From an optimization exercise on the open Yosys and OpenROAD flow, aimed at small area, a short achievable clock period and few clock cycles; shortcuts taken in it are not production practice. At most, simulation tests tie the RTL to the original design; equivalence was not proved. Only the layout flow was run in runs 1 and 2; the RTL was not checked for function there. Power figures rest on the tool's default switching activity, not on a simulated workload.

**config.mk**
```make
export PLATFORM = sky130hd
export DESIGN_NAME = data_mem_subsystem
export DESIGN_NICKNAME = data_mem_subsystem
export VERILOG_FILES = /design/flow/design.v
export SDC_FILE = /design/flow/constraint.sdc
export NUM_CORES = 4
export LEC_CHECK = 0
export CAP_MARGIN = 20
export CORE_MARGIN = 2
export CORE_UTILIZATION = 50
export SLEW_MARGIN = 20
export SYNTH_HIERARCHICAL = 1
export SYNTH_MEMORY_MAX_BITS = 8192
export SYNTH_MINIMUM_KEEP_SIZE = 0
```
**constraint.sdc**
```tcl
create_clock -name core_clock -period 10.0 [get_ports {clk}]
set_input_delay 2.0000 -clock core_clock [delete_from_list [all_inputs] [get_ports {clk}]]
set_output_delay 2.0000 -clock core_clock [all_outputs]
set_load 0.01 [all_outputs]
```
**design.v**
```verilog
`timescale 1ns / 1ps
module dmc_nor2(input a, input b, output y);
assign y = ~(a | b);
endmodule
module dmc_aoi222(input a0, input b0, input a1, input b1, input a2, input b2, output y);
assign y = ~((a0 & b0) | (a1 & b1) | (a2 & b2));
endmodule
module data_mem_subsystem(
    input flush,
    input clk,
    input wr_en,
    input [15:0] addr,
    input [7:0] rdata,
    output [7:0] wdata,
    output stall,
    output cache_hit,
    output [15:0] mem_addr,
    output mem_wr_en,
    output [7:0] mem_wdata,
    input [7:0] mem_rdata
    );
wire [6:0] tag   = addr[15:9];
wire [5:0] index = addr[8:3];
reg [6:0] tag_field [0:63];
reg [63:0] valid;
reg       second;      
reg       rd_q;        
reg       valid_q;     
reg [6:0] diff_q;      
assign stall     = ~second;
assign cache_hit = rd_q | (valid_q & ~|diff_q);
assign wdata     = mem_rdata;
assign mem_wr_en = wr_en;
assign mem_wdata = rdata;
assign mem_addr  = addr;
wire [7:0] lo_n = ~(8'd1 << index[2:0]);
wire [7:0] hi_n = ~(8'd1 << index[5:3]);
wire alloc = second & rd_q;                  
wire [7:0] hi_wn = hi_n | {8{~alloc}};
wire [63:0] line;      
wire [63:0] line_we;   
genvar g, b, t;
generate
    for (g = 0; g < 64; g = g + 1) begin : g_dec
        dmc_nor2 u_sel (.a(hi_n[g/8]),  .b(lo_n[g%8]), .y(line[g]));
        dmc_nor2 u_we  (.a(hi_wn[g/8]), .b(lo_n[g%8]), .y(line_we[g]));
    end
endgenerate
wire [7:0] ent [0:63];
wire [21:0] part_n [0:7];
wire [7:0] entry;
generate
    for (g = 0; g < 64; g = g + 1) begin : g_ent
        assign ent[g] = {valid[g], tag_field[g]};
    end
    for (b = 0; b < 8; b = b + 1) begin : g_bit
        for (t = 0; t < 21; t = t + 1) begin : g_term
            dmc_aoi222 u (.a0(line[3*t]),   .b0(ent[3*t][b]),
                          .a1(line[3*t+1]), .b1(ent[3*t+1][b]),
                          .a2(line[3*t+2]), .b2(ent[3*t+2][b]),
                          .y(part_n[b][t]));
        end
        assign part_n[b][21] = ~(line[63] & ent[63][b]);
        assign entry[b] = ~&part_n[b];
    end
endgenerate
integer i;
always @(posedge clk) begin
    second  <= ~second & ~flush;
    rd_q    <= ~wr_en;
    valid_q <= entry[7];
    diff_q  <= entry[6:0] ^ tag;
    for (i = 0; i < 64; i = i + 1) begin
        if (line_we[i])
            tag_field[i] <= tag;
        valid[i] <= ~flush & (valid[i] | line_we[i]);
    end
end
endmodule
```
**flow/run.sh**
```bash
#!/bin/bash
set -euo pipefail
export SETUP_SLACK_MARGIN=5.8
export BUFFER_PORTS_ARGS="-buffer_cell sky130_fd_sc_hd__buf_4"
bash standard.sh > orfs_make.log 2>&1
```
**standard.sh**
```bash
#!/bin/bash
# synth_recipe.tcl (not shown) runs the flow's synth.tcl, then flattens the netlist and writes it again
# the make line also repeats each setting of config.mk as NAME=value (left out here)
make -C /OpenROAD-flow-scripts/flow DESIGN_CONFIG=/design/flow/config.mk WORK_HOME=/design/flow/orfs CLKGATE_MAP_FILE= SYNTH_SCRIPT=/design/flow/synth_recipe.tcl "${@:-finish}"
```
==> results.toml, run 1 <==
[timing]
fin_skew_ns = 0.0249
tightest_slew_ns = 0.965
period_needed_ns = 4.25
maxSlewHeadroom_pct = 35.4
finalHoldViolations = 0
rsz0062_at_grt = "yes"
fmaxAchievable_mhz = 235
fin_crit_sh_pct = 42.5
tns_ns = 0
setup_violations = 0
maxSlewViolCount = 0

[drt]
dr.first_iter.drc_count = 1736
routed_via_density = 6.56
wire_per_inst_um = 29.3
dr.pass1.iters = 8
drc = 0
ant_nets = 0
finalWirelength_um = 49600
vias = 11100

[logic_synthesis]
syn_nets = 1131
synthCells = 1096
synth_area_um2 = 18600
async_reset_ff_share_pct = 0
synth_seq_cells = 522
ys.flop_type = "edfxtp_1"
ys_seq_area_share_pct = 80.5
synth_top_area_share_pct = 72.5
yosys.cell_count.top_type = "edfxtp_1"
synth.distinct_cells = 24
ys_top_cells_by_count = "448 x edfxtp_1, 260 x nor2_1, 168 x a222oi_1"
synth_edf_count = 448
yosysTopAreaCell = "edfxtp_1"
ys_warn_count = 9
syn_avg_cell_area_um2 = 16.9
yosys-top-cells-area = "edfxtp_1 72%, a222oi_1 9.1%, dfxtp_1 8.0%"

[power_and_ir_drop]
peakVddDrop_uv = 168
p_leak_nw = 7.03
p_sw_mw = 0.904
seq_power_share_pct = 52.9
swShare_pct = 20.1
power.share.clock_pct = 43.3
power.density_nw_per_um2 = 206
internal_power_mw = 3.59
power_frac_comb_pct = 3.8
power_mw = 4.50

[worst_setup_path]
rr_startpoint = "tag_field[18][3]"
cp.arrival_ns = 2.25
critPathSlowestCell = "buf_16"
worstPathRequired_ns = 8.00
path_cells = "buf_16, buf_6"
slowest_delay_ns = 0.12
startpoint = "addr[12]"
cp_top_family = "buffers and inverters"
cp-start-kind = "input port"
cp.buffers_inverters = 2
crit_type = "input port to primary output"
critical_path.endpoint_type = "primary output"
crit_fanout = 2

[cts]
h-tree-depth = 2
cts_root_buffer = "clkbuf_16"
clock_latency_ns = 0.61
hold_buffers = 0
clk_pin_slew_worst_paths_ns = 0.06
cts_tree = "built"
cts_inserted_buffers = 52
clockBufferDepth = 3
cts.sinks = 522

[global_route]
grt_max_degree = 66
grt_usage_pct = 25.6
grt_pass1_wl_um = 71300
gr-total-overflow = 0
grt_pass1_vias = 10700
grt_antenna_before_repair = 0

[cells_and_area]
nFillCells = 2703
fin_nets = 1218
diodes = 0
drive_above_1_share_pct = 14.9
layout-area-overhead-vs-synth_pct = 17.6

[worst_hold_path]
hold_class = "flop to flop"
min_from = "valid[7]"

[die]
dieArea_um2 = 38700
fp.dieW_um = 197
core_um2 = 36600
rows = 70
ios = 70
dieHeight_um = 197
initial_core_util_pct = 50.7

[place]
hpwl_um = 28500
io_buffers = 31
globalplace.congestion = 0.884

[outcome]
status = "timing/DRC/antenna clean"

[flow_run]
drv_cap = 0
-- per-stage QoR --
step / instance area (um^2) / utilization [%] / hold WS (ns) / instances / worst slack, ns
after floorplan: 18600 / - / 0.422 / 1096 / 5.82
after global placement: 19200 / 52.4 / 0.444 / 1563 / 4.59
after detailed placement: 19200 / 52.4 / 0.453 / 1563 / 4.56
after CTS: 21600 / 58.9 / 0.468 / 1685 / 5.75
after global routing: 21800 / 59.6 / 0.480 / 1695 / 5.71
final: 21800 / 59.6 / 0.466 / 1695 / 5.75
-- per-module statistics from Yosys (local to each module, per instance) --
module / copies in the design / flip-flops and latches
data_mem_subsystem: 1 / 522
dmc_aoi222: 168 / 0
dmc_nor2: 128 / 0
-- power groups by stage --
| stage | sequential (mW) | clock (mW) | combinational, mW |
|---|---|---|---|
| after detailed placement | 2.42 | 0 | 0.126 |
| after CTS | 2.38 | 1.98 | 0.159 |
| after global routing | 2.38 | 2.06 | 0.179 |
| final | 2.38 | 1.95 | 0.172 |
| after floorplan | 2.42 | 0 | 0.0611 |
| after global placement | 2.42 | 0 | 0.124 |
-- worst paths after layout --
kind,cells past startpoint,endpoint,slack (ns)
setup / recovery,2,mem_addr[12],5.75
hold / removal,2,valid[7],0.47
setup reg to reg,5,diff_q[3],7.41
hold reg to reg,2,valid[7],0.47
-- state kept, by name, summed over array words and instances, names as in the netlist --
| name | count |
|---|---|
| tag_field | 448 |
| valid | 64 |
| diff_q | 7 |
| rd_q | 1 |
| second | 1 |
| valid_q | 1 |
-- per-layer routing --
metal	share of wire [%]	routed length (um)	vias to the layer above	global-route usage [%]
li1	-	-	4775	-
met1	39	19200	5627	34.8
met2	48	23800	611	41.6
met3	9.2	4560	101	4.33
met4	4.1	2020	2	10.7
met5	0.085	42	-	0
-- cell usage in the layout, fill, tap and decap left out, types with 3 or more instances in the layout --
cell type | netlist | routed
nand3b_1 | 4 | 4
clkbuf_16 | 0 | 57
edfxtp_1 | 448 | 448
clkbuf_8 | 0 | 10
dfxtp_1 | 74 | 74
buf_12 | 0 | 10
clkinv_2 | 0 | 6
clkinv_1 | 0 | 7
buf_16 | 0 | 5
bufbuf_16 | 0 | 8
or4_4 | 0 | 4
buf_4 | 33 | 29
nand3_1 | 12 | 11
xnor2_1 | 7 | 7
a2111oi_2 | 7 | 6
a222oi_1 | 168 | 168
clkbuf_1 | 7 | 14
bufinv_16 | 0 | 4
nand4_1 | 32 | 32
or4_1 | 7 | 3
nor2_2 | 0 | 8
nand2_1 | 20 | 16
nor2_1 | 260 | 250
buf_6 | 0 | 18
-- logic make-up (layout without fill, tap and decap cells) --
logic type / count (synthesis) / in the layout / synth area share [%]
simple gates: 347 / 347 / 7.96
flops: 522 / 522 / 80.5
compound gates: 177 / 177 / 9.71
buf+inv: 43 / 174 / 1.54
xor+xnor: 7 / 7 / 0.330
-- cell type report --
| class | instances | area (um^2) | share of cell area (%) |
|---|---|---|---|
| Clock buffer | 77 | 1520 | 6.95 |
| Clock inverter | 21 | 210 | 0.963 |
| Inverter | 2 | 7.51 | 0.0344 |
| Multi-Input combinational cell | 531 | 3450 | 15.8 |
| Sequential cell | 522 | 14900 | 68.4 |
| Tap cell | 468 | 586 | 2.68 |
| Timing Repair Buffer | 74 | 1120 | 5.13 |
-- timing repair --
item	CTS	global route
setup endpoints to repair	22	21
cloned	8	4
pin swaps	14	21
resized for setup	68	27
setup buffers	16	6
==> inputs of run 2 (changes only) <==
--- a/config.mk
+++ b/config.mk
@@ -8,6 +8,9 @@
 export CAP_MARGIN = 20
 export CORE_MARGIN = 2
 export CORE_UTILIZATION = 50
+export CTS_BUF_LIST = sky130_fd_sc_hd__clkbuf_8 sky130_fd_sc_hd__clkbuf_16
+export CTS_CLUSTER_DIAMETER = 60
+export CTS_CLUSTER_SIZE = 20
 export SLEW_MARGIN = 20
 export SYNTH_HIERARCHICAL = 1
 export SYNTH_MEMORY_MAX_BITS = 8192
==> run 2 against run 1 <==
Effect of this change: critical path depth up 8; via count down 0.18%; non-clock buffer count up 6; power down 10%; utilization down 1.1 points; combinational power up 6%; worst setup slack worse by 0.0029 ns; die area unchanged; area after synthesis unchanged.
==> results.toml, run 2 <==
[outcome]
status = "timing/DRC/antenna clean"

[power_and_ir_drop]
power.density_nw_per_um2 = 189
internal_power_mw = 3.23
p_sw_mw = 0.809
p_leak_nw = 6.85
power.share.clock_pct = 36.8
seq_power_share_pct = 58.7
swShare_pct = 20.0
power_mw = 4.04
peakVddDrop_uv = 187
power_frac_comb_pct = 4.5

[drt]
wire_per_inst_um = 29.6
wl_met1_um = 19500
finalWirelength_um = 49300
ant_nets = 0
vias = 11100
wl_met2_um = 23900
dr.pass1.iters = 10
dr.first_iter.drc_count = 1727
routed_via_density = 6.66
route.met3.wl_um = 4220
highest-signal-layer = "met4"
drc = 0

[worst_setup_path]
path_cells = "bufbuf_16, nor2_1, nand2_2, buf_4, nor2_2, a222oi_1, nand4_1, or4_4, a2111oi_4, xnor2_1"
cp.arrival_ns = 4.65
critical_path.endpoint_type = "flop"
cp_top_family = "simple AND/OR/NAND/NOR gates"
critPathSlowestCell = "a222oi_1"
worstPathRequired_ns = 10.40
cp-start-kind = "input port"
cp.buffers_inverters = 2
slowest_delay_ns = 0.62
crit_type = "input port to flop"
crit_fanout = 8

[global_route]
grt_pass1_vias = 10500
grt_pass1_wl_um = 71100
grt_antenna_before_repair = 2
grt_usage_pct = 25.4
grt_max_degree = 66
gr-total-overflow = 0

[cells_and_area]
layout_common_cells = "448 x edfxtp_1, 238 x nor2_1, 168 x a222oi_1"
layout-area-overhead-vs-synth_pct = 15.4
fin_nets = 1206
nFillCells = 2728
drive_above_1_share_pct = 14.7
diodes = 0
seqCellArea_um2 = 14900
largest_reg_flops = 448
regMostFlops = "tag_field"
reg.largest.list = "tag_field (448), valid (64), diff_q (7)"
final_common_cell = "edfxtp_1"
multiInputGateArea_um2 = 3530

[logic_synthesis]
ys_warn_count = 9
synth_top_area_share_pct = 72.5
synth_edf_count = 448
syn_avg_cell_area_um2 = 16.9
yosys.cell_count.top_type = "edfxtp_1"
synth_seq_cells = 522
ys.flop_type = "edfxtp_1"
yosys-top-cells-area = "edfxtp_1 72%, a222oi_1 9.1%, dfxtp_1 8.0%"
synthCells = 1096
synth_area_um2 = 18600
ys_top_cells_by_count = "448 x edfxtp_1, 260 x nor2_1, 168 x a222oi_1"
synth.distinct_cells = 24
ys_seq_area_share_pct = 80.5
syn_nets = 1131
yosysTopAreaCell = "edfxtp_1"
async_reset_ff_share_pct = 0

[timing]
rsz0062_at_grt = "yes"
fin_crit_sh_pct = 42.5
fin_skew_ns = 0.0131
setup_violations = 0
tns_ns = 0
maxSlewHeadroom_pct = 17.8
finalHoldViolations = 0
fmaxAchievable_mhz = 235
period_needed_ns = 4.25
maxSlewViolCount = 0
tightest_slew_ns = 1.23

[cts]
cts_tree = "built"
clock_latency_ns = 0.54
hold_buffers = 0
cts_root_buffer = "clkbuf_16"
clockBufferDepth = 3
cts_inserted_buffers = 34
clk_pin_slew_worst_paths_ns = 0.07
cts.sinks = 522
h-tree-depth = 2

[die]
dieArea_um2 = 38700
dieHeight_um = 197
fp.dieW_um = 197
rows = 70
initial_core_util_pct = 50.7
ios = 70
core_um2 = 36600

[place]
io_buffers = 31
globalplace.congestion = 0.884
hpwl_um = 28500

[worst_hold_path]
hold_class = "flop to flop"

[flow_run]
drv_cap = 0
[run 2: power by group through the flow]
stage	registers [mW]	clock network [mW]	logic, mW
3_5_place_dp	2.42	0	0.126
6_report	2.37	1.48	0.182
5_1_grt	2.37	1.58	0.190
2_1_floorplan	2.42	0	0.0611
4_1_cts	2.37	1.51	0.163
3_3_place_gp	2.42	0	0.124
[run 2: cell families after synthesis]
logic type | count (synthesis) | share of synthesized area, %
xor+xnor | 7 | 0.330
simple gates | 347 | 7.96
compound gates | 177 | 9.71
flops | 522 | 80.5
buf+inv | 43 | 1.54
[run 2: area by class of cell]
cell class	instances	share of cell area, %
well taps	468	2.73
clock buffers	38	4.39
inverters	2	0.0351
flip-flops and latches	522	69.7
clock inverters	24	1.01
repair buffers	80	5.58
multi-input cells	531	16.5
[run 2: worst reg2reg max path, stage by stage, from the launching register on]
cell	delay [ns]
edfxtp_1	0.36
a222oi_1	0.60
nand4_1	0.31
or4_1	0.67
a2111oi_4	0.36
xnor2_1	0.10
[run 2: through the flow]
step	util, %	cell area, um^2	setup slack [ns]	hold WS [ns]	std cells
4_1_cts	57.6	21100	5.75	0.472	1651
3_5_place_dp	52.4	19200	4.56	0.453	1563
3_3_place_gp	52.4	19200	4.59	0.444	1563
2_1_floorplan	-	18600	5.82	0.422	1096
5_1_grt	58.5	21400	5.73	0.485	1665
6_report	58.5	21400	5.75	0.472	1665
[run 2: timing repair]
action | CTS | global route
gates cloned | 10 | 2
setup endpoints to repair | 22 | 21
resized for setup | 75 | 42
pin swaps | 14 | 33
buffers inserted | 16 | 12
endpoints found under the hold margin | 0 | 0
[run 2: Yosys stat by module, one instance, submodules excluded]
module | cells | flops+latches | copies in the design
data_mem_subsystem | 800 | 522 | 1
dmc_aoi222 | 1 | 0 | 168
dmc_nor2 | 1 | 0 | 128
[run 2: worst paths after layout]
check / slack, ns / depth (start not counted) / to / from
hold / removal: 0.47 / 2 / valid[4] / valid[4]
setup / recovery: 5.75 / 10 / diff_q[5] / addr[8]
hold reg to reg: 0.47 / 2 / valid[4] / valid[4]
setup reg to reg: 7.48 / 5 / diff_q[2] / tag_field[18][2]
[run 2: metal layers]
metal  up-vias  global-route usage [%]
li1       4717                       -
met5         -                       0
met2       594                    41.1
met3       100                    4.24
met4         0                    8.97
met1      5685                    35.3
==> inputs of run 3 (changes only) <==
--- a/design.v
+++ b/design.v
@@ -4,6 +4,15 @@
 endmodule
 module dmc_aoi222(input a0, input b0, input a1, input b1, input a2, input b2, output y);
 assign y = ~((a0 & b0) | (a1 & b1) | (a2 & b2));
+endmodule
+module dmc_nand4(input a, input b, input c, input d, output y);
+assign y = ~(a & b & c & d);
+endmodule
+module dmc_nand2(input a, input b, output y);
+assign y = ~(a & b);
+endmodule
+module dmc_nor3(input a, input b, input c, output y);
+assign y = ~(a | b | c);
 endmodule
 module data_mem_subsystem(
     input flush,
@@ -60,8 +69,17 @@
                           .a2(line[3*t+2]), .b2(ent[3*t+2][b]),
                           .y(part_n[b][t]));
         end
-        assign part_n[b][21] = ~(line[63] & ent[63][b]);
-        assign entry[b] = ~&part_n[b];
+        dmc_nand2 u_last (.a(line[63]), .b(ent[63][b]), .y(part_n[b][21]));
+        wire [5:0] grp;
+        wire [1:0] grp_n;
+        for (t = 0; t < 5; t = t + 1) begin : g_grp
+            dmc_nand4 u (.a(part_n[b][4*t]), .b(part_n[b][4*t+1]),
+                         .c(part_n[b][4*t+2]), .d(part_n[b][4*t+3]), .y(grp[t]));
+        end
+        dmc_nand2 u_g5 (.a(part_n[b][20]), .b(part_n[b][21]), .y(grp[5]));
+        dmc_nor3 u_n0 (.a(grp[0]), .b(grp[1]), .c(grp[2]), .y(grp_n[0]));
+        dmc_nor3 u_n1 (.a(grp[3]), .b(grp[4]), .c(grp[5]), .y(grp_n[1]));
+        dmc_nand2 u_out (.a(grp_n[0]), .b(grp_n[1]), .y(entry[b]));
     end
 endgenerate
 integer i;
==> flow/run.sh (replaced) <==
#!/bin/bash
set -euo pipefail
export SETUP_SLACK_MARGIN=5.75
export BUFFER_PORTS_ARGS="-buffer_cell sky130_fd_sc_hd__buf_4"
bash standard.sh > orfs_make.log 2>&1
==> run 3 against run 2 <==
Effect of this change: still clean; non-clock buffer count decreased by 23; critical endpoint is now mem_addr[9]; final cell count decreased by 0.36%; die area increased by 0.42%; critical path type is now input port to primary output; maximum frequency increased by 0.14%; synthesized cell count increased by 1.4%.
==> results.toml, run 3 <==
[global_route]
grt_usage_pct = 24.1
grt_pass1_vias = 10400
grt_antenna_before_repair = 0
grt_max_degree = 66
grt_pass1_wl_um = 68200
gr-total-overflow = 0

[cts]
cts_inserted_buffers = 35
clk_pin_slew_worst_paths_ns = 0.08
cts.sinks = 522
clockBufferDepth = 3
h-tree-depth = 2
cts_tree = "built"
clock_latency_ns = 0.54
cts_root_buffer = "clkbuf_16"

[cells_and_area]
regMostFlops = "tag_field"
layout_common_cells = "448 x edfxtp_1, 259 x nor2_1, 168 x a222oi_1"
reg.largest.list = "tag_field (448), valid (64), diff_q (7)"
diodes = 0
layout-area-overhead-vs-synth_pct = 12.9
final_common_cell = "edfxtp_1"
finalInstanceArea_um2 = 21000
fin_nets = 1200
largest_reg_flops = 448
drive_above_1_share_pct = 10.7

[timing]
maxSlewViolCount = 0
maxSlewHeadroom_pct = 37.2
setup_violations = 0
tns_ns = 0
fin_skew_ns = 0.0185
tightest_slew_ns = 0.939
finalHoldViolations = 0
fmaxAchievable_mhz = 236
period_needed_ns = 4.25
fin_crit_sh_pct = 42.5
rsz0062_at_grt = "yes"

[drt]
vias = 10800
drc = 0
dr.first_iter.drc_count = 1698
finalWirelength_um = 46200
dr.pass1.iters = 9
wire_per_inst_um = 27.8
routed_via_density = 6.51
ant_nets = 0

[worst_setup_path]
crit_type = "input port to primary output"
reg2reg_depth = 3
critPathSlowestCell = "buf_12"
crit_fanout = 2
r2r_end = "tag_field[39][6]"
critical_path.endpoint_type = "primary output"
cp.buffers_inverters = 2
cp.arrival_ns = 2.25
crit_cells = 2
slowest_delay_ns = 0.12
reg2reg_slack_ns = 7.91
worstPathRequired_ns = 8.00
cp_top_family = "buffers and inverters"
rr_startpoint = "second"
cp-start-kind = "input port"
path_cells = "buf_12, buf_6"

[die]
ios = 70
rows = 70
initial_core_util_pct = 50.8
core_um2 = 36700
fp.dieW_um = 197
dieHeight_um = 197
dieArea_um2 = 38800

[logic_synthesis]
ys_warn_count = 9
yosys.cell_count.top_type = "edfxtp_1"
ys.flop_type = "edfxtp_1"
syn_avg_cell_area_um2 = 16.8
async_reset_ff_share_pct = 0
ys_top_cells_by_count = "448 x edfxtp_1, 259 x nor2_1, 168 x a222oi_1"
synth_seq_cells = 522
ys_seq_area_share_pct = 80.1
yosys-top-cells-area = "edfxtp_1 72%, a222oi_1 9.0%, dfxtp_1 7.9%"
synthCells = 1111
yosysTopAreaCell = "edfxtp_1"
synth.distinct_cells = 23
synth_area_um2 = 18600
syn_nets = 1146
synth_edf_count = 448
synth_top_area_share_pct = 72.2

[worst_hold_path]
hold_depth = 2
min_from = "valid[30]"
worstHoldEndpoint = "valid[30]"
hold_class = "flop to flop"

[place]
io_buffers = 31
postPlaceCellArea_um2 = 19200
hpwl_um = 26800
globalplace.congestion = 0.839

[power_and_ir_drop]
swShare_pct = 20.2
p_leak_nw = 6.72
power.density_nw_per_um2 = 192
p_sw_mw = 0.815
peakVddDrop_uv = 158
power_frac_comb_pct = 3.7
seq_power_share_pct = 58.7
power.share.clock_pct = 37.6
internal_power_mw = 3.23

[outcome]
status = "timing/DRC/antenna clean"

[flow_run]
drv_cap = 0
[run 3: changes by cell type in the layout (fill, tap and decap cells not counted), moves of 6 or more]
cell     change
or4_4        -6
buf_4       -16
xnor2_1      -7
nand3_1      -8
xor2_1       +7
nor2_2      -20
nand2_1     +21
nor2_1      +21
nand4_1      +9
nor3_2      +16
buf_12       -7
[run 3: final cells by class]
class | instances | area (um^2)
repair buffers | 57 | 903
fillers | 2777 | 15700
inverters | 3 | 11.3
clock buffers | 44 | 1040
flip-flops and latches | 522 | 14900
clock inverters | 19 | 164
well taps | 468 | 586
multi-input cells | 546 | 3400
[run 3: power groups by stage]
| stage | combinational [mW] | clock [mW] | sequential, mW |
|---|---|---|---|
| 6_report | 0.151 | 1.52 | 2.37 |
| 3_5_place_dp | 0.117 | 0 | 2.42 |
| 4_1_cts | 0.149 | 1.55 | 2.37 |
| 3_3_place_gp | 0.114 | 0 | 2.42 |
| 5_1_grt | 0.160 | 1.62 | 2.37 |
| 2_1_floorplan | 0.0591 | 0 | 2.42 |
[run 3: Yosys stat by module (local to each module, per instance)]
module              area (um^2)  copies in the design
data_mem_subsystem        16000                     1
dmc_nand4                  6.26                    40
dmc_nand2                  3.75                    24
dmc_nor3                   10.0                    16
dmc_nor2                   3.75                   128
dmc_aoi222                 10.0                   168
[run 3: repair_timing]
item                                    4_1_cts  5_1_grt
hold buffers                                  0        0
pin swaps                                     0        2
endpoints found under the setup margin       16        8
endpoints found under the hold margin         0        0
gates cloned                                 10        0
gates resized for setup                      45        2
setup buffers                                 4        6
[run 3: per-layer routing]
metal / vias to the layer above / GRT usage [%] / share of wire [%] / wire [um]
met5: - / 0 / 0 / 0
met4: 0 / 6.52 / 2.1 / 978
met3: 57 / 5.17 / 9.5 / 4410
met2: 557 / 37.8 / 47 / 21600
met1: 5493 / 34.5 / 41 / 19200
li1: 4696 / - / - / -
[run 3: cell families (layout without fill, tap and decap cells)]
family / after synthesis / count (layout) / synth area share, %
DFF: 522 / 522 / 80.1
and+or+nand+nor: 370 / 370 / 8.83
buffers and inverters: 43 / 123 / 1.64
xor gates and xnor gates: 7 / 7 / 0.329
AOI/OAI and AO/OA: 169 / 169 / 9.06
[run 3: metrics by stage]
stage          power (mW)  worst slack [ns]  hold slack (ns)  utilization, %  cells
2_1_floorplan        2.48              5.88            0.429               -   1111
6_report             4.04              5.75            0.471            57.3   1659
3_5_place_dp         2.54              5.16            0.456            52.3   1576
3_3_place_gp         2.54              5.17            0.444            52.3   1576
4_1_cts              4.07              5.72            0.473            57.1   1653
5_1_grt              4.15              5.72            0.490            57.3   1659
[run 3: how the worst max path moves through the flow]
stage / endpoint / slack (ns) / startpoint
6_report: mem_addr[9] / 5.75 / addr[9]
5_1_grt: diff_q[0] / 5.72 / addr[4]
4_1_cts: mem_addr[11] / 5.72 / addr[11]
3_5_place_dp: mem_addr[11] / 5.16 / addr[11]
3_3_place_gp: diff_q[2] / 5.17 / addr[3]
2_1_floorplan: mem_addr[0] / 5.88 / addr[0]
Testbench counts of run 3, summed over its fixed seeds: cycles 64,000.
==> inputs of run 4 (changes only) <==
--- a/config.mk
+++ b/config.mk
@@ -7,7 +7,7 @@
 export LEC_CHECK = 0
 export CAP_MARGIN = 20
 export CORE_MARGIN = 2
-export CORE_UTILIZATION = 50
+export CORE_UTILIZATION = 65
 export CTS_BUF_LIST = sky130_fd_sc_hd__clkbuf_8 sky130_fd_sc_hd__clkbuf_16
 export CTS_CLUSTER_DIAMETER = 60
 export CTS_CLUSTER_SIZE = 20
==> run 4 against run 3 <==
Effect of this change: register-to-register slack improved by 0.04 ns; largest cell class unchanged; final cell count fell by 5.3%; largest power group unchanged; first-iteration DRC count rose by 13%.
==> results.toml, run 4 <==
[drt]
finalWirelength_um = 45600
dr.first_iter.drc_count = 1916
drc = 0
vias = 11000
dr.pass1.iters = 9
wire_per_inst_um = 29.0
ant_nets = 0
routed_via_density = 7.03

[global_route]
grt_usage_pct = 30.4
grt_antenna_before_repair = 3
gr-total-overflow = 0
grt_pass1_wl_um = 66700
grt_pass1_vias = 10500
grt_max_degree = 66

[die]
dieArea_um2 = 30000
fp.dieW_um = 173
core_um2 = 28000
rows = 61
initial_core_util_pct = 66.5
dieHeight_um = 173
ios = 70

[logic_synthesis]
synth.distinct_cells = 23
async_reset_ff_share_pct = 0
synth_edf_count = 448
syn_avg_cell_area_um2 = 16.8
synth_seq_cells = 522
ys_warn_count = 9
yosys-top-cells-area = "edfxtp_1 72%, a222oi_1 9.0%, dfxtp_1 7.9%"
synth_area_um2 = 18600
ys_top_cells_by_count = "448 x edfxtp_1, 259 x nor2_1, 168 x a222oi_1"
yosys.cell_count.top_type = "edfxtp_1"
ys.flop_type = "edfxtp_1"
yosysTopAreaCell = "edfxtp_1"
ys_seq_area_share_pct = 80.1
synthCells = 1111
synth_top_area_share_pct = 72.2
syn_nets = 1146

[timing]
maxSlewHeadroom_pct = 39.8
finalHoldViolations = 0
setup_violations = 0
fin_skew_ns = 0.0179
maxSlewViolCount = 0
finalWorstSetupSlack_ns = 5.75
tns_ns = 0
tightest_slew_ns = 0.900
fmaxAchievable_mhz = 235
rsz0062_at_grt = "no"
fin_crit_sh_pct = 42.5
period_needed_ns = 4.25

[place]
dp_cells = 1488
hpwl_um = 26200
io_buffers = 31
place_ws_ns = 5.14
globalplace.congestion = 0.859

[worst_setup_path]
cp_top_family = "buffers and inverters"
rr_startpoint = "second"
cp.arrival_ns = 2.25
crit_fanout = 8
cp.buffers_inverters = 2
cp-start-kind = "input port"
crit_cells = 2
path_cells = "buf_6, buf_6"
crit_type = "input port to primary output"
timing.critical_path.mode_cell = "buf_6"
slowest_delay_ns = 0.12
worstPathRequired_ns = 8.00
startpoint = "addr[7]"
critical_path.endpoint_type = "primary output"
reg2reg_depth = 3
critPathSlowestCell = "buf_6"

[flow_run]
drv_cap = 0

[cts]
cts_root_buffer = "clkbuf_16"
h-tree-depth = 2
cts.sinks = 522
hold_buffers = 0
clk_pin_slew_worst_paths_ns = 0.08
cts_tree = "built"
clockBufferDepth = 3
cts_inserted_buffers = 36
clock_latency_ns = 0.53

[cells_and_area]
nFillCells = 1761
fin_nets = 1202
instances_no_fill = 1571
largest_reg_flops = 448
regMostFlops = "tag_field"
drive_above_1_share_pct = 11.0
final_common_cell = "edfxtp_1"
multiInputGateArea_um2 = 3400
reg.largest.list = "tag_field (448), valid (64), diff_q (7)"
layout_common_cells = "448 x edfxtp_1, 259 x nor2_1, 168 x a222oi_1"
diodes = 0
seqCellArea_um2 = 14900
layout-area-overhead-vs-synth_pct = 12.2
final_util_pct = 74.6

[power_and_ir_drop]
power_mw = 3.98
p_leak_nw = 6.72
power.density_nw_per_um2 = 190
peakVddDrop_uv = 165

[outcome]
status = "timing/DRC/antenna clean"

[worst_hold_path]
min_from = "valid[55]"
hold_class = "flop to flop"
hold_depth = 2
[run 4: path summary, 6_finish.rpt]
kind	end	slack [ns]
worst max-delay path	mem_addr[7]	5.75
worst min-delay path	valid[55]	0.47
worst max register to register	tag_field[31][0]	7.95
worst min register to register	valid[55]	0.47
[run 4: power breakdown]
group | total (mW) | switching, mW | internal (mW)
clock network | 1.46 | 0.710 | 0.745
registers | 2.37 | 0.00455 | 2.37
logic | 0.154 | 0.0967 | 0.0573
[run 4: timing repair]
action / CTS / global route
buffers inserted: 7 / 0
resized for setup: 46 / 1
setup endpoints to repair: 13 / 3
gates cloned: 12 / 0
[run 4: modules after synthesis (local to each module, per instance)]
module	copies in the design	cells inside	flip-flops and latches
dmc_nor3	16	1	0
dmc_nor2	128	1	0
dmc_nand4	40	1	0
dmc_nand2	24	1	0
data_mem_subsystem	1	735	522
dmc_aoi222	168	1	0
[run 4: final cells by class]
class	count	share of cell area (%)
Sequential cell	522	71.4
Multi-Input combinational cell	546	16.2
Clock buffer	40	4.68
Timing Repair Buffer	58	4.49
Tap cell	378	2.26
Clock inverter	24	0.832
Inverter	3	0.0539
[run 4: metal layers]
metal  share of wire [%]  GRT usage [%]  vias up
met5               0.015              0        -
met4                 3.2           9.46        2
met3                  12           7.41      102
met2                  45           46.1      725
met1                  39           44.4     5501
li1                    -              -     4715
[run 4: stage by stage]
stage	instance area (um^2)	hold WS, ns
after global placement	19100	0.444
final	20900	0.469
after CTS	20900	0.472
after global routing	20900	0.488
after detailed placement	19100	0.453
after floorplan	18600	0.429
[run 4: cells by family (layout without fill, tap and decap cells)]
logic type	Yosys count	count (layout)	synth area share, %
compound gates	169	169	9.06
xor+xnor	7	7	0.329
buf+inv	43	125	1.64
flops	522	522	80.1
simple gates	370	370	8.83
==> inputs of run 5 (changes only) <==
--- a/design.v
+++ b/design.v
@@ -4,6 +4,9 @@
 endmodule
 module dmc_aoi222(input a0, input b0, input a1, input b1, input a2, input b2, output y);
 assign y = ~((a0 & b0) | (a1 & b1) | (a2 & b2));
+endmodule
+module dmc_dec3n(input [2:0] a, output [7:0] y_n);
+assign y_n = ~(8'd1 << a);
 endmodule
 module dmc_nand4(input a, input b, input c, input d, output y);
 assign y = ~(a & b & c & d);
@@ -42,17 +45,19 @@
 assign mem_wr_en = wr_en;
 assign mem_wdata = rdata;
 assign mem_addr  = addr;
-wire [7:0] lo_n = ~(8'd1 << index[2:0]);
-wire [7:0] hi_n = ~(8'd1 << index[5:3]);
+wire [7:0] lo_n, hi_n;
+dmc_dec3n u_lo (.a(index[2:0]), .y_n(lo_n));
+dmc_dec3n u_hi (.a(index[5:3]), .y_n(hi_n));
 wire alloc = second & rd_q;                  
-wire [7:0] hi_wn = hi_n | {8{~alloc}};
+wire [7:0] lo_wn = ~(8'd1 << index[2:0]);
+wire [7:0] hi_wn = ~((8'd1 << index[5:3]) & {8{alloc}});
 wire [63:0] line;      
 wire [63:0] line_we;   
 genvar g, b, t;
 generate
     for (g = 0; g < 64; g = g + 1) begin : g_dec
         dmc_nor2 u_sel (.a(hi_n[g/8]),  .b(lo_n[g%8]), .y(line[g]));
-        dmc_nor2 u_we  (.a(hi_wn[g/8]), .b(lo_n[g%8]), .y(line_we[g]));
+        dmc_nor2 u_we  (.a(hi_wn[g/8]), .b(lo_wn[g%8]), .y(line_we[g]));
     end
 endgenerate
 wire [7:0] ent [0:63];
==> run 5 against run 4 <==
Effect of this change: synthesized cell count grew 0.54%; count of clock-buffer cells in the layout is the same; worst setup slack lost 0.0041 ns; hold slack lost 0.014 ns; global-route usage is essentially flat; combinational power is essentially flat; power grew 1.6%; die area grew 0.38%.
==> results.toml, run 5 <==
[outcome]
status = "timing/DRC/antenna clean"

[cts]
cts_inserted_buffers = 37
cts_root_buffer = "clkbuf_16"
clk_pin_slew_worst_paths_ns = 0.07
clockBufferDepth = 3
h-tree-depth = 2
cts.sinks = 522
cts_tree = "built"
clock_latency_ns = 0.54

[worst_setup_path]
cp.buffers_inverters = 2
cp.arrival_ns = 2.25
critPathSlowestCell = "buf_8"
critical_path.endpoint_type = "primary output"
path_cells = "buf_8, buf_6"
slowest_delay_ns = 0.12
crit_type = "input port to primary output"
cp-start-kind = "input port"
crit_fanout = 2
cp_top_family = "buffers and inverters"
worstPathRequired_ns = 8.00

[global_route]
grt_pass1_vias = 10500
gr-total-overflow = 0
grt_max_degree = 66
grt_pass1_wl_um = 66800
grt_antenna_before_repair = 1
grt_usage_pct = 30.4

[die]
initial_core_util_pct = 65.5
dieArea_um2 = 30200
ios = 70
dieHeight_um = 174
core_um2 = 28500
fp.dieW_um = 174
rows = 62

[timing]
maxSlewViolCount = 0
finalWorstSetupSlack_ns = 5.75
maxSlewHeadroom_pct = 36.3
period_needed_ns = 4.25
rsz0062_at_grt = "no"
fin_crit_sh_pct = 42.5
fmaxAchievable_mhz = 235
finalHoldViolations = 0
tightest_slew_ns = 0.951
setup_violations = 0
tns_ns = 0
fin_skew_ns = 0.0195

[logic_synthesis]
synthCells = 1117
yosysTopAreaCell = "edfxtp_1"
ys_seq_area_share_pct = 79.8
ys_warn_count = 9
synth_seq_cells = 522
synth_top_area_share_pct = 71.9
synth_edf_count = 448
syn_avg_cell_area_um2 = 16.8
ys.flop_type = "edfxtp_1"
synth_area_um2 = 18700
ys_top_cells_by_count = "448 x edfxtp_1, 259 x nor2_1, 168 x a222oi_1"
syn_nets = 1152
synth.distinct_cells = 21
yosys.cell_count.top_type = "edfxtp_1"
async_reset_ff_share_pct = 0
yosys-top-cells-area = "edfxtp_1 72%, a222oi_1 9.0%, dfxtp_1 7.9%"

[drt]
dr.first_iter.drc_count = 1886
finalWirelength_um = 45600
vias = 11000
ant_nets = 0
routed_via_density = 7.00
dr.pass1.iters = 8
drc = 0
wire_per_inst_um = 29.0

[cells_and_area]
drive_above_1_share_pct = 10.3
final_util_pct = 73.5
fin_nets = 1200
diodes = 0
layout-area-overhead-vs-synth_pct = 12.1
reg.largest.list = "tag_field (448), valid (64), diff_q (7)"
layout_common_cells = "448 x edfxtp_1, 259 x nor2_1, 168 x a222oi_1"
largest_reg_flops = 448
nFillCells = 1821
final_common_cell = "edfxtp_1"
regMostFlops = "tag_field"
instances_no_fill = 1574

[place]
hpwl_um = 27000
globalplace.congestion = 0.833
io_buffers = 31
place_ws_ns = 5.20
dp_cells = 1494

[power_and_ir_drop]
peakVddDrop_uv = 161
p_leak_nw = 6.67
power.density_nw_per_um2 = 193

[worst_hold_path]
hold_class = "flop to flop"

[flow_run]
drv_cap = 0
## run 5: repair_timing
item / in CTS / in global routing
setup endpoints to repair: 14 / 5
resized for setup: 50 / 8
setup buffers: 6 / 0
hold buffers: 0 / 0
cloned: 10 / 0
pin swaps: 0 / 0
## run 5: layer usage
| layer | GRT usage (%) | wire length (um) |
|---|---|---|
| met2 | 47.7 | 21500 |
| met5 | 0 | 0 |
| met4 | 10.6 | 1500 |
| met3 | 5.29 | 4830 |
| met1 | 44.1 | 17700 |
## run 5: per-module statistics from Yosys (local to each module, per instance), excerpt
module              cells inside  area (um^2)  copies in the design  flip-flops and latches
dmc_nand2                      1         3.75                    24                       0
dmc_aoi222                     1         10.0                   168                       0
dmc_nand4                      1         6.26                    40                       0
data_mem_subsystem           725        15900                     1                     522
dmc_dec3n                      8         60.1                     2                       0
dmc_nor2                       1         3.75                   128                       0
## run 5: logic make-up (layout without fill, tap and decap cells)
kind of cell              after synthesis  count (layout)  synth area share (%)
AOI/OAI and AO/OA                     169             169                  9.03
DFF                                   522             522                  79.8
and+or+nand+nor                       377             377                  9.21
xor gates and xnor gates                7               7                 0.328
buffers and inverters                  42             115                  1.62
## run 5: layout make-up
cell class	instances	area (um^2)	share of cell area, %
inverter	2	7.51	0.0358
clock buffer	40	978	4.66
timing repair buffer	49	870	4.15
tap	384	480	2.29
sequential	522	14900	71.2
clock inverter	24	231	1.10
multi-input combinational	553	3470	16.6
## run 5: power breakdown
| group | total (mW) | internal (mW) | leakage, nW | switching, mW |
|---|---|---|---|---|
| sequential | 2.37 | 2.37 | 4.63 | 0.00410 |
| combinational | 0.154 | 0.0560 | 1.45 | 0.0977 |
| clock | 1.52 | 0.797 | 0.592 | 0.721 |
## run 5: path summary, 6_finish.rpt
kind | startpoint | endpoint | slack, ns | depth (start not counted)
worst min register to register | second | second | 0.46 | 1
worst max register to register | rd_q | tag_field[34][3] | 7.95 | 3
worst max-delay path | addr[12] | mem_addr[12] | 5.75 | 2
worst min-delay path | second | second | 0.46 | 1
## run 5: through the flow
stage | power [mW] | instance area, um^2 | hold slack [ns]
after floorplan | 2.48 | 18700 | 0.417
after global placement | 2.54 | 19100 | 0.432
after detailed placement | 2.54 | 19100 | 0.439
after CTS | 4.06 | 20900 | 0.456
after global routing | 4.15 | 21000 | 0.487
final | 4.04 | 21000 | 0.456
Testbench counts of run 5, summed over its fixed seeds: cycles 64,000.
==> inputs of run 6 (changes only) <==
--- a/config.mk
+++ b/config.mk
@@ -7,7 +7,7 @@
 export LEC_CHECK = 0
 export CAP_MARGIN = 20
 export CORE_MARGIN = 2
-export CORE_UTILIZATION = 65
+export CORE_UTILIZATION = 75
 export CTS_BUF_LIST = sky130_fd_sc_hd__clkbuf_8 sky130_fd_sc_hd__clkbuf_16
 export CTS_CLUSTER_DIAMETER = 60
 export CTS_CLUSTER_SIZE = 20
==> run 6 against run 5 <==
Effect of this change: synthesized cell count unchanged; highest routed layer unchanged; register-to-register slack got worse by 0.12 ns; power barely moved; clock power about the same; worst setup slack better by 0.0047 ns; maximum frequency grew 0.11%; critical path depth unchanged; wire length rose by 12%; non-clock buffer count rose by 13; hold slack gained 0.017 ns; global-route usage is 9.3 points higher.
==> results.toml, run 6 <==
[outcome]
status = "timing/DRC/antenna clean"

[drt]
wire_per_inst_um = 33.6
route.met3.wl_um = 7700
finalWirelength_um = 51300
wl_met2_um = 24500
dr.pass1.iters = 10
vias = 12000
highest-signal-layer = "met4"
wl_met1_um = 16500
routed_via_density = 7.88
dr.first_iter.drc_count = 2888
ant_nets = 0
drc = 0

[cells_and_area]
nFillCells = 1023
instances_no_fill = 1528
seqCellArea_um2 = 14900
drive_above_1_share_pct = 11.0
multiInputGateArea_um2 = 3470
layout-area-overhead-vs-synth_pct = 12.7
reg.largest.list = "tag_field (448), valid (64), diff_q (7)"
largest_reg_flops = 448
diodes = 0
final_common_cell = "edfxtp_1"
regMostFlops = "tag_field"
layout_common_cells = "448 x edfxtp_1, 259 x nor2_1, 168 x a222oi_1"
fin_nets = 1213

[worst_setup_path]
crit_type = "input port to primary output"
startpoint = "addr[4]"
rr_startpoint = "rd_q"
crit_fanout = 9
critical_path.endpoint_type = "primary output"
path_cells = "buf_12, buf_8"
reg2reg_slack_ns = 7.83
cp.buffers_inverters = 2
critPathSlowestCell = "buf_12"
crit_cells = 2
r2r_end = "tag_field[59][6]"
slowest_delay_ns = 0.12
worstSetupEndpoint = "mem_addr[4]"
cp_top_family = "buffers and inverters"
cp-start-kind = "input port"
worstPathRequired_ns = 8.00
cp.arrival_ns = 2.25
reg2reg_depth = 3

[logic_synthesis]
synth_edf_count = 448
syn_nets = 1152
synth_area_um2 = 18700
ys_top_cells_by_count = "448 x edfxtp_1, 259 x nor2_1, 168 x a222oi_1"
synth.distinct_cells = 21
yosys.cell_count.top_type = "edfxtp_1"
synth_top_area_share_pct = 71.9
yosysTopAreaCell = "edfxtp_1"
ys_warn_count = 9
async_reset_ff_share_pct = 0
syn_avg_cell_area_um2 = 16.8
ys.flop_type = "edfxtp_1"
synth_seq_cells = 522
yosys-top-cells-area = "edfxtp_1 72%, a222oi_1 9.0%, dfxtp_1 7.9%"
synthCells = 1117
ys_seq_area_share_pct = 79.8

[power_and_ir_drop]
p_leak_nw = 6.80
power.density_nw_per_um2 = 192
peakVddDrop_uv = 220

[timing]
tns_ns = 0
finalHoldViolations = 0
period_needed_ns = 4.25
rsz0062_at_grt = "no"
tightest_slew_ns = 1.04
maxSlewHeadroom_pct = 30.4
finalWorstSetupSlack_ns = 5.75
fmaxAchievable_mhz = 235
maxSlewViolCount = 0
fin_skew_ns = 0.0162
fin_crit_sh_pct = 42.5
hold_slack_ns = 0.473
setup_violations = 0

[cts]
cts_root_buffer = "clkbuf_16"
cts_tree = "built"
clk_pin_slew_worst_paths_ns = 0.07
cts_inserted_buffers = 37
clockBufferDepth = 3
clock_latency_ns = 0.54
h-tree-depth = 2
cts.sinks = 522

[flow_run]
drv_cap = 0

[place]
place_ws_ns = 5.18
dp_cells = 1432
hpwl_um = 26700
globalplace.congestion = 0.872
io_buffers = 31

[global_route]
grt_antenna_before_repair = 0
grt_usage_pct = 39.7
grt_pass1_wl_um = 74500
gr-total-overflow = 0
grt_max_degree = 66
grt_pass1_vias = 11500

[die]
ios = 70
initial_core_util_pct = 76.7
dieHeight_um = 162
fp.dieW_um = 162
core_um2 = 24400
rows = 57
dieArea_um2 = 26200

[worst_hold_path]
hold_class = "flop to flop"
==> run 6: cell counts after synthesis <==
No cell type changed its count.
==> run 6: per-layer routing <==
| layer | GRT usage, % | vias to the layer above |
|---|---|---|
| li1 | - | 4755 |
| met1 | 53.7 | 5850 |
| met2 | 63.2 | 1236 |
| met3 | 9.24 | 207 |
| met4 | 17.5 | 0 |
| met5 | 0 | - |
==> run 6: final cells by class <==
| cell class | count | share of cell area (%) |
|---|---|---|
| well taps | 324 | 1.92 |
| clock buffers | 38 | 4.46 |
| inverters | 2 | 0.0356 |
| repair buffers | 62 | 5.17 |
| flip-flops and latches | 522 | 70.8 |
| clock inverters | 27 | 1.12 |
| multi-input cells | 553 | 16.5 |
==> run 6: worst min path at each step <==
stage                     startpoint   endpoint  slack, ns  cells after the start
after floorplan               second     second       0.42                      1
after global placement        second     second       0.43                      1
after detailed placement    valid[2]   valid[2]       0.45                      2
after CTS                  valid[23]  valid[23]       0.47                      2
after global routing       valid[63]  valid[63]       0.49                      2
final                       valid[4]   valid[4]       0.47                      2
==> run 6: kinds of logic (layout without fill, tap and decap cells) <==
family,count (synthesis),count (layout),share of synthesized area [%]
flip-flops,522,522,79.8
buffers and inverters,42,129,1.62
XOR/XNOR,7,7,0.328
AND/OR/NAND/NOR,377,377,9.21
AO/OA/AOI/OAI,169,169,9.03
==> run 6: per-module statistics from Yosys, one instance, submodules excluded <==
module	times used	area (um^2)
dmc_aoi222	168	10.0
dmc_nor3	16	10.0
data_mem_subsystem	1	15900
dmc_nand4	40	6.26
dmc_dec3n	2	60.1
dmc_nand2	24	3.75
dmc_nor2	128	3.75
==> run 6: stage by stage <==
stage          area [um^2]  power [mW]  util (%)
5_1_grt              21100        4.12      86.5
6_report             21100        4.04      86.5
2_1_floorplan        18700        2.48         -
3_3_place_gp         19100        2.53      78.1
4_1_cts              21000        4.02      86.1
3_5_place_dp         19100        2.54      78.1
==> run 6: repair_timing <==
action | in CTS | in global routing
setup buffers | 7 | 10
endpoints found under the setup margin | 13 | 6
cloned | 14 | 0
gates resized for setup | 60 | 2
hold buffers | 0 | 0
endpoints found under the hold margin | 0 | 0
==> run 6: power by group <==
group	internal, mW	leakage (nW)	switching, mW
Combinational	0.0656	1.58	0.106
Sequential	2.37	4.63	0.00503
Clock	0.755	0.597	0.744
==> inputs of run 7 (changes only) <==
--- a/config.mk
+++ b/config.mk
@@ -7,10 +7,10 @@
 export LEC_CHECK = 0
 export CAP_MARGIN = 20
 export CORE_MARGIN = 2
-export CORE_UTILIZATION = 75
-export CTS_BUF_LIST = sky130_fd_sc_hd__clkbuf_8 sky130_fd_sc_hd__clkbuf_16
-export CTS_CLUSTER_DIAMETER = 60
-export CTS_CLUSTER_SIZE = 20
+export CORE_UTILIZATION = 65
+export CTS_BUF_LIST = sky130_fd_sc_hd__clkbuf_8
+export CTS_CLUSTER_DIAMETER = 50
+export CTS_CLUSTER_SIZE = 16
 export SLEW_MARGIN = 20
 export SYNTH_HIERARCHICAL = 1
 export SYNTH_MEMORY_MAX_BITS = 8192
==> run 7 against run 6 <==
Effect of this change: area after synthesis is the same; count of clock-buffer cells in the layout grew 8; final area shrank 2.0%; power shrank 7.1%; non-clock buffer count shrank 13; hold slack lost 0.014 ns; register-to-register slack gained 0.12 ns; utilization shrank 14 points; largest power group unchanged; clock skew grew 0.015 ns; final cell count grew 3.7%; still clean on timing, DRC and antenna; maximum frequency shrank 0.19%.
==> results.toml, run 7 <==
[outcome]
status = "timing/DRC/antenna clean"

[die]
dieHeight_um = 174
core_um2 = 28500
ios = 70
dieArea_um2 = 30200
fp.dieW_um = 174
initial_core_util_pct = 65.5
rows = 62

[logic_synthesis]
ys_warn_count = 9
ys.flop_type = "edfxtp_1"
syn_nets = 1152
synth-compound-area-share_pct = 9.03
ys_seq_area_share_pct = 79.8
syn_avg_cell_area_um2 = 16.8
synth_edf_count = 448
yosys-top-cells-area = "edfxtp_1 72%, a222oi_1 9.0%, dfxtp_1 7.9%"
ys_top_cells_by_count = "448 x edfxtp_1, 259 x nor2_1, 168 x a222oi_1"
synth_top_family_by_area = "simple AND/OR/NAND/NOR gates"
synth.distinct_cells = 21
yosys.area_share.simple_pct = 9.21
async_reset_ff_share_pct = 0
synth_seq_cells = 522
synthMuxAreaShare_pct = 0
synth_area_um2 = 18700
synthCells = 1117
synth_top_area_share_pct = 71.9
yosysTopAreaCell = "edfxtp_1"
yosys.cell_count.top_type = "edfxtp_1"
synth-xor-area-share_pct = 0.328
synthAdderAreaFrac_pct = 0

[cells_and_area]
layout-area-overhead-vs-synth_pct = 10.5
seqCellArea_um2 = 14900
multiInputGateArea_um2 = 3470
final_common_cell = "edfxtp_1"
layout_common_cells = "448 x edfxtp_1, 259 x nor2_1, 168 x a222oi_1"
drive_above_1_share_pct = 10.5
reg.largest.list = "tag_field (448), valid (64), diff_q (7)"
regMostFlops = "tag_field"
nFillCells = 1865
largest_reg_flops = 448
fin_nets = 1205
diodes = 0

[timing]
fin_crit_sh_pct = 42.5
hold_slack_ns = 0.458
rsz0062_at_grt = "yes"
fmaxAchievable_mhz = 235
tightest_slew_ns = 0.886
maxSlewHeadroom_pct = 40.7
period_needed_ns = 4.25
finalWorstSetupSlack_ns = 5.75
tns_ns = 0
fin_skew_ns = 0.0316
maxSlewViolCount = 0
finalHoldViolations = 0
setup_violations = 0

[worst_setup_path]
cp.arrival_ns = 2.25
slowest_delay_ns = 0.13
reg2reg_slack_ns = 7.95
cp-start-kind = "input port"
crit_type = "input port to primary output"
critPathSlowestCell = "buf_8"
critical_path.endpoint_type = "primary output"
worstPathRequired_ns = 8.00
cp.buffers_inverters = 2
cp_top_family = "buffers and inverters"
crit_fanout = 17
path_cells = "buf_8, buf_6"

[cts]
clk_pin_slew_worst_paths_ns = 0.09
cts_tree = "built"
cts_root_buffer = "clkbuf_8"
cts_inserted_buffers = 42
cts.sinks = 522
clockBufferDepth = 3
clock_latency_ns = 0.59
h-tree-depth = 2

[drt]
wire_per_inst_um = 28.4
routed_via_density = 6.89
dr.first_iter.drc_count = 1967
finalWirelength_um = 45000
vias = 10900
ant_nets = 0
dr.pass1.iters = 8
drc = 0

[global_route]
grt_antenna_before_repair = 1
grt_pass1_wl_um = 66200
grt_pass1_vias = 10400
grt_max_degree = 66
gr-total-overflow = 0
grt_usage_pct = 30.0

[power_and_ir_drop]
power.density_nw_per_um2 = 182
p_leak_nw = 6.58
peakVddDrop_uv = 148
power_mw = 3.76

[place]
place_ws_ns = 5.20
io_buffers = 31
globalplace.congestion = 0.833
hpwl_um = 27000

[flow_run]
drv_cap = 0

[worst_hold_path]
hold_class = "flop to flop"
==> run 7: metal layers <==
metal	track usage (%)	part of all wire, %	vias to the layer above
met5	0	0.029	-
met4	9.66	3.0	2
met3	5.70	11	100
met2	47.7	47	673
met1	43.0	39	5407
li1	-	-	4732
==> run 7: modules after synthesis, one instance, submodules excluded <==
module	flops+latches	cell area [um^2]	times used
data_mem_subsystem	522	15900	1
dmc_dec3n	0	60.1	2
dmc_aoi222	0	10.0	168
dmc_nor2	0	3.75	128
dmc_nor3	0	10.0	16
dmc_nand4	0	6.26	40
dmc_nand2	0	3.75	24
==> run 7: cells by family (layout without fill, tap and decap cells) <==
group | after synthesis | count (layout)
XOR/XNOR | 7 | 7
AO/OA/AOI/OAI | 169 | 169
AND/OR/NAND/NOR | 377 | 377
flip-flops | 522 | 522
buffers and inverters | 42 | 126
==> run 7: cell type report <==
type | instances | area share, %
inverter | 2 | 0.0363
tap | 384 | 2.32
multi-input combinational | 553 | 16.8
timing repair buffer | 49 | 4.21
clock inverter | 29 | 1.33
sequential | 522 | 72.2
clock buffer | 46 | 3.06
==> run 7: worst paths after layout <==
check                           startpoint          endpoint  cells past startpoint
worst max-delay path               addr[5]       mem_addr[5]                      2
worst min register to register      second            second                      1
worst min-delay path                second            second                      1
worst max register to register      second  tag_field[57][5]                      3
==> run 7: per-stage QoR <==
stage,cell area (um^2),instances,util [%]
5_1_grt,20700,1585,72.4
3_3_place_gp,19100,1494,67.1
4_1_cts,20600,1584,72.3
2_1_floorplan,18700,1117,-
6_report,20700,1585,72.4
3_5_place_dp,19100,1494,67.1
==> run 7: what timing repair did <==
| action | 4_1_cts | 5_1_grt |
|---|---|---|
| gates cloned | 10 | 0 |
| endpoints found under the hold margin | 0 | 0 |
| hold buffers | 0 | 0 |
| gates resized for setup | 50 | 8 |
| buffers inserted | 5 | 1 |
| setup endpoints to repair | 14 | 7 |
==> run 7: power breakdown <==
part	total (mW)	switching, mW	internal [mW]
combinational	0.152	0.0959	0.0560
sequential	2.37	0.00393	2.37
clock	1.23	0.671	0.563
==> inputs of run 8 (changes only) <==
==> flow/run.sh (replaced) <==
#!/bin/bash
set -euo pipefail
export SETUP_SLACK_MARGIN=5.75
export BUFFER_PORTS_ARGS="-buffer_cell sky130_fd_sc_hd__buf_4"
export CTS_ARGS="-sink_clustering_enable -repair_clock_nets -sink_clustering_size 16 -sink_clustering_max_diameter 50 -buf_list sky130_fd_sc_hd__clkbuf_8 -dont_use_dummy_load"
bash standard.sh > orfs_make.log 2>&1
==> run 8 against run 7 <==
Effect of this change: area after synthesis unchanged; flip-flop and latch count is the same; hold slack worse by 0.0039 ns; die area did not move; critical endpoint is now mem_addr[12]; largest cell class unchanged; highest routed layer is now met4.
==> results.toml, run 8 <==
[worst_hold_path]
hold_depth = 1
min_from = "second"
worstHoldEndpoint = "second"
hold_class = "flop to flop"

[logic_synthesis]
synth_seq_cells = 522
syn_nets = 1152
synth.distinct_cells = 21
ys_top_cells_by_count = "448 x edfxtp_1, 259 x nor2_1, 168 x a222oi_1"
yosysTopAreaCell = "edfxtp_1"
yosys.cell_count.top_type = "edfxtp_1"
ys_seq_area_share_pct = 79.8
synth_top_area_share_pct = 71.9
ys_warn_count = 9
synth_edf_count = 448
synth_area_um2 = 18700
yosys-top-cells-area = "edfxtp_1 72%, a222oi_1 9.0%, dfxtp_1 7.9%"
syn_avg_cell_area_um2 = 16.8
async_reset_ff_share_pct = 0
ys.flop_type = "edfxtp_1"
synthCells = 1117

[worst_setup_path]
r2r_end = "tag_field[40][2]"
path_cells = "buf_12, buf_6"
cp.buffers_inverters = 2
rr_startpoint = "second"
slowest_delay_ns = 0.12
crit_fanout = 2
crit_type = "input port to primary output"
reg2reg_slack_ns = 7.95
cp_top_family = "buffers and inverters"
worstPathRequired_ns = 8.00
critical_path.endpoint_type = "primary output"
critPathSlowestCell = "buf_12"
cp-start-kind = "input port"
reg2reg_depth = 3
cp.arrival_ns = 2.25

[die]
core_um2 = 28500
ios = 70
rows = 62
dieArea_um2 = 30200
dieHeight_um = 174
initial_core_util_pct = 65.5
fp.dieW_um = 174

[cts]
h-tree-depth = 2
clk_pin_slew_worst_paths_ns = 0.08
clock_latency_ns = 0.59
cts_root_buffer = "clkbuf_8"
clockBufferDepth = 3
cts.sinks = 522
cts_tree = "built"
cts_inserted_buffers = 42

[drt]
dr.pass1.iters = 6
finalWirelength_um = 45200
dr.first_iter.drc_count = 2043
wire_per_inst_um = 29.1
drc = 0
vias = 11000
routed_via_density = 7.05
ant_nets = 0

[timing]
maxSlewViolCount = 0
setup_violations = 0
maxSlewHeadroom_pct = 37.8
tightest_slew_ns = 0.930
fin_skew_ns = 0.0414
period_needed_ns = 4.25
fmaxAchievable_mhz = 235
finalHoldViolations = 0
fin_crit_sh_pct = 42.5
tns_ns = 0
rsz0062_at_grt = "no"

[place]
globalplace.congestion = 0.833
hpwl_um = 27000
dp_cells = 1494
io_buffers = 31

[outcome]
status = "timing/DRC/antenna clean"

[global_route]
grt_pass1_wl_um = 66100
grt_antenna_before_repair = 1
grt_pass1_vias = 10300
gr-total-overflow = 0
grt_usage_pct = 30.1
grt_max_degree = 66

[cells_and_area]
fin_nets = 1205
largest_reg_flops = 448
reg.largest.list = "tag_field (448), valid (64), diff_q (7)"
layout-area-overhead-vs-synth_pct = 8.77
nFillCells = 1886
drive_above_1_share_pct = 9.16
layout_common_cells = "448 x edfxtp_1, 259 x nor2_1, 168 x a222oi_1"
regMostFlops = "tag_field"
final_common_cell = "edfxtp_1"
instances_no_fill = 1553

[power_and_ir_drop]
power.density_nw_per_um2 = 173
peakVddDrop_uv = 127
p_leak_nw = 6.38

[flow_run]
drv_cap = 0
-- run 8: cell counts after synthesis --
Identical to the previous run, type by type.
-- run 8: Yosys stat by module (local to each module, per instance) --
| module | times used | flip-flops and latches |
|---|---|---|
| data_mem_subsystem | 1 | 522 |
| dmc_nor3 | 16 | 0 |
| dmc_nor2 | 128 | 0 |
| dmc_dec3n | 2 | 0 |
| dmc_nand2 | 24 | 0 |
| dmc_aoi222 | 168 | 0 |
| dmc_nand4 | 40 | 0 |
-- run 8: cell families after synthesis --
| logic type | share of synthesized area [%] |
|---|---|
| flops | 79.8 |
| simple gates | 9.21 |
| compound gates | 9.03 |
| buf+inv | 1.62 |
| xor+xnor | 0.328 |
-- run 8: layer usage --
| layer | vias up | part of all wire, % | track usage, % |
|---|---|---|---|
| met5 | - | 0 | 0 |
| met4 | 0 | 2.7 | 9.03 |
| met3 | 99 | 12 | 6.47 |
| met2 | 736 | 47 | 47.2 |
| met1 | 5421 | 38 | 43.5 |
| li1 | 4695 | - | - |
-- run 8: what timing repair did --
| action | in CTS | in global routing |
|---|---|---|
| hold buffers | 0 | 0 |
| resized for setup | 50 | 9 |
| pin swaps | 0 | 0 |
| gates cloned | 10 | 0 |
| buffers inserted | 6 | 0 |
| endpoints found under the setup margin | 14 | 6 |
-- run 8: cell type report --
| cell class | count | area, um^2 | share of cell area [%] |
|---|---|---|---|
| Antenna cell | 1 | 2.50 | 0.0123 |
| Tap cell | 384 | 480 | 2.36 |
| Clock buffer | 42 | 578 | 2.84 |
| Multi-Input combinational cell | 553 | 3470 | 17.1 |
| Sequential cell | 522 | 14900 | 73.4 |
| Timing Repair Buffer | 49 | 875 | 4.30 |
| Inverter | 2 | 7.51 | 0.0369 |
-- run 8: worst max path at each step --
stage,to,depth (start not counted),from,slack [ns]
after CTS,mem_addr[12],2,addr[12],5.75
after global routing,mem_addr[5],2,addr[5],5.75
after detailed placement,mem_addr[10],2,addr[10],5.20
final,mem_addr[12],2,addr[12],5.75
after floorplan,mem_addr[0],1,addr[0],5.88
after global placement,mem_addr[13],2,addr[13],5.23
-- run 8: metrics by stage --
stage / hold WS [ns] / setup WS [ns] / util (%) / power [mW] / area [um^2]
2_1_floorplan: 0.417 / 5.88 / - / 2.48 / 18700
3_3_place_gp: 0.432 / 5.23 / 67.1 / 2.54 / 19100
3_5_place_dp: 0.439 / 5.20 / 67.1 / 2.54 / 19100
4_1_cts: 0.457 / 5.75 / 71.1 / 3.53 / 20300
5_1_grt: 0.487 / 5.75 / 71.3 / 3.61 / 20300
6_report: 0.454 / 5.75 / 71.3 / 3.52 / 20400
-- run 8: report_power, final --
part	switching [mW]	total (mW)	leakage [nW]	internal [mW]
Sequential	0.00387	2.37	4.63	2.37
Combinational	0.0968	0.153	1.45	0.0562
Clock	0.615	0.992	0.302	0.377

==> afterwards: timing with drivers on the ports <==
The results above use ideal ports. As a check the final layouts listed here were re-extracted and re-timed, cells and wires unchanged. Step 1 assumes that a clkbuf_16 drives the clock port and a buf_2 every other input. Step 2 times the ports against the registers' clock, not the clock port: input delays grow and output delays shrink by t, the midpoint of the rising clock arrivals with the driver on. a / b / c = ideal / step 1 / step 2; a / b = the first two.
run	t (ns)	slack for setup (ns)	worst hold slack (ns)	worst data-port slew with drivers (ns)
run 1	0.648	5.751 / 5.591 / 5.095	0.466 / 0.466 / 0.466	0.24
run 2	0.584	5.748 / 5.574 / 5.065	0.472 / 0.472 / 0.472	0.26
run 3	0.585	5.754 / 5.580 / 5.225	0.471 / 0.471 / 0.471	0.26
run 4	0.570	5.753 / 5.536 / 5.437	0.469 / 0.469 / 0.469	0.27
run 5	0.577	5.749 / 5.582 / 5.382	0.456 / 0.456 / 0.456	0.26
run 6	0.578	5.754 / 5.560 / 5.154	0.473 / 0.473 / 0.473	0.28
run 7	0.623	5.745 / 5.568 / 5.317	0.458 / 0.458 / 0.458	0.28
run 8	0.607	5.754 / 5.580 / 5.309	0.454 / 0.454 / 0.454	0.27
After both steps setup and hold are still met in every run listed. For run 2, which loses most, drivers alone change the setup slack by -0.174 ns; drivers and shift together by -0.683 ns.
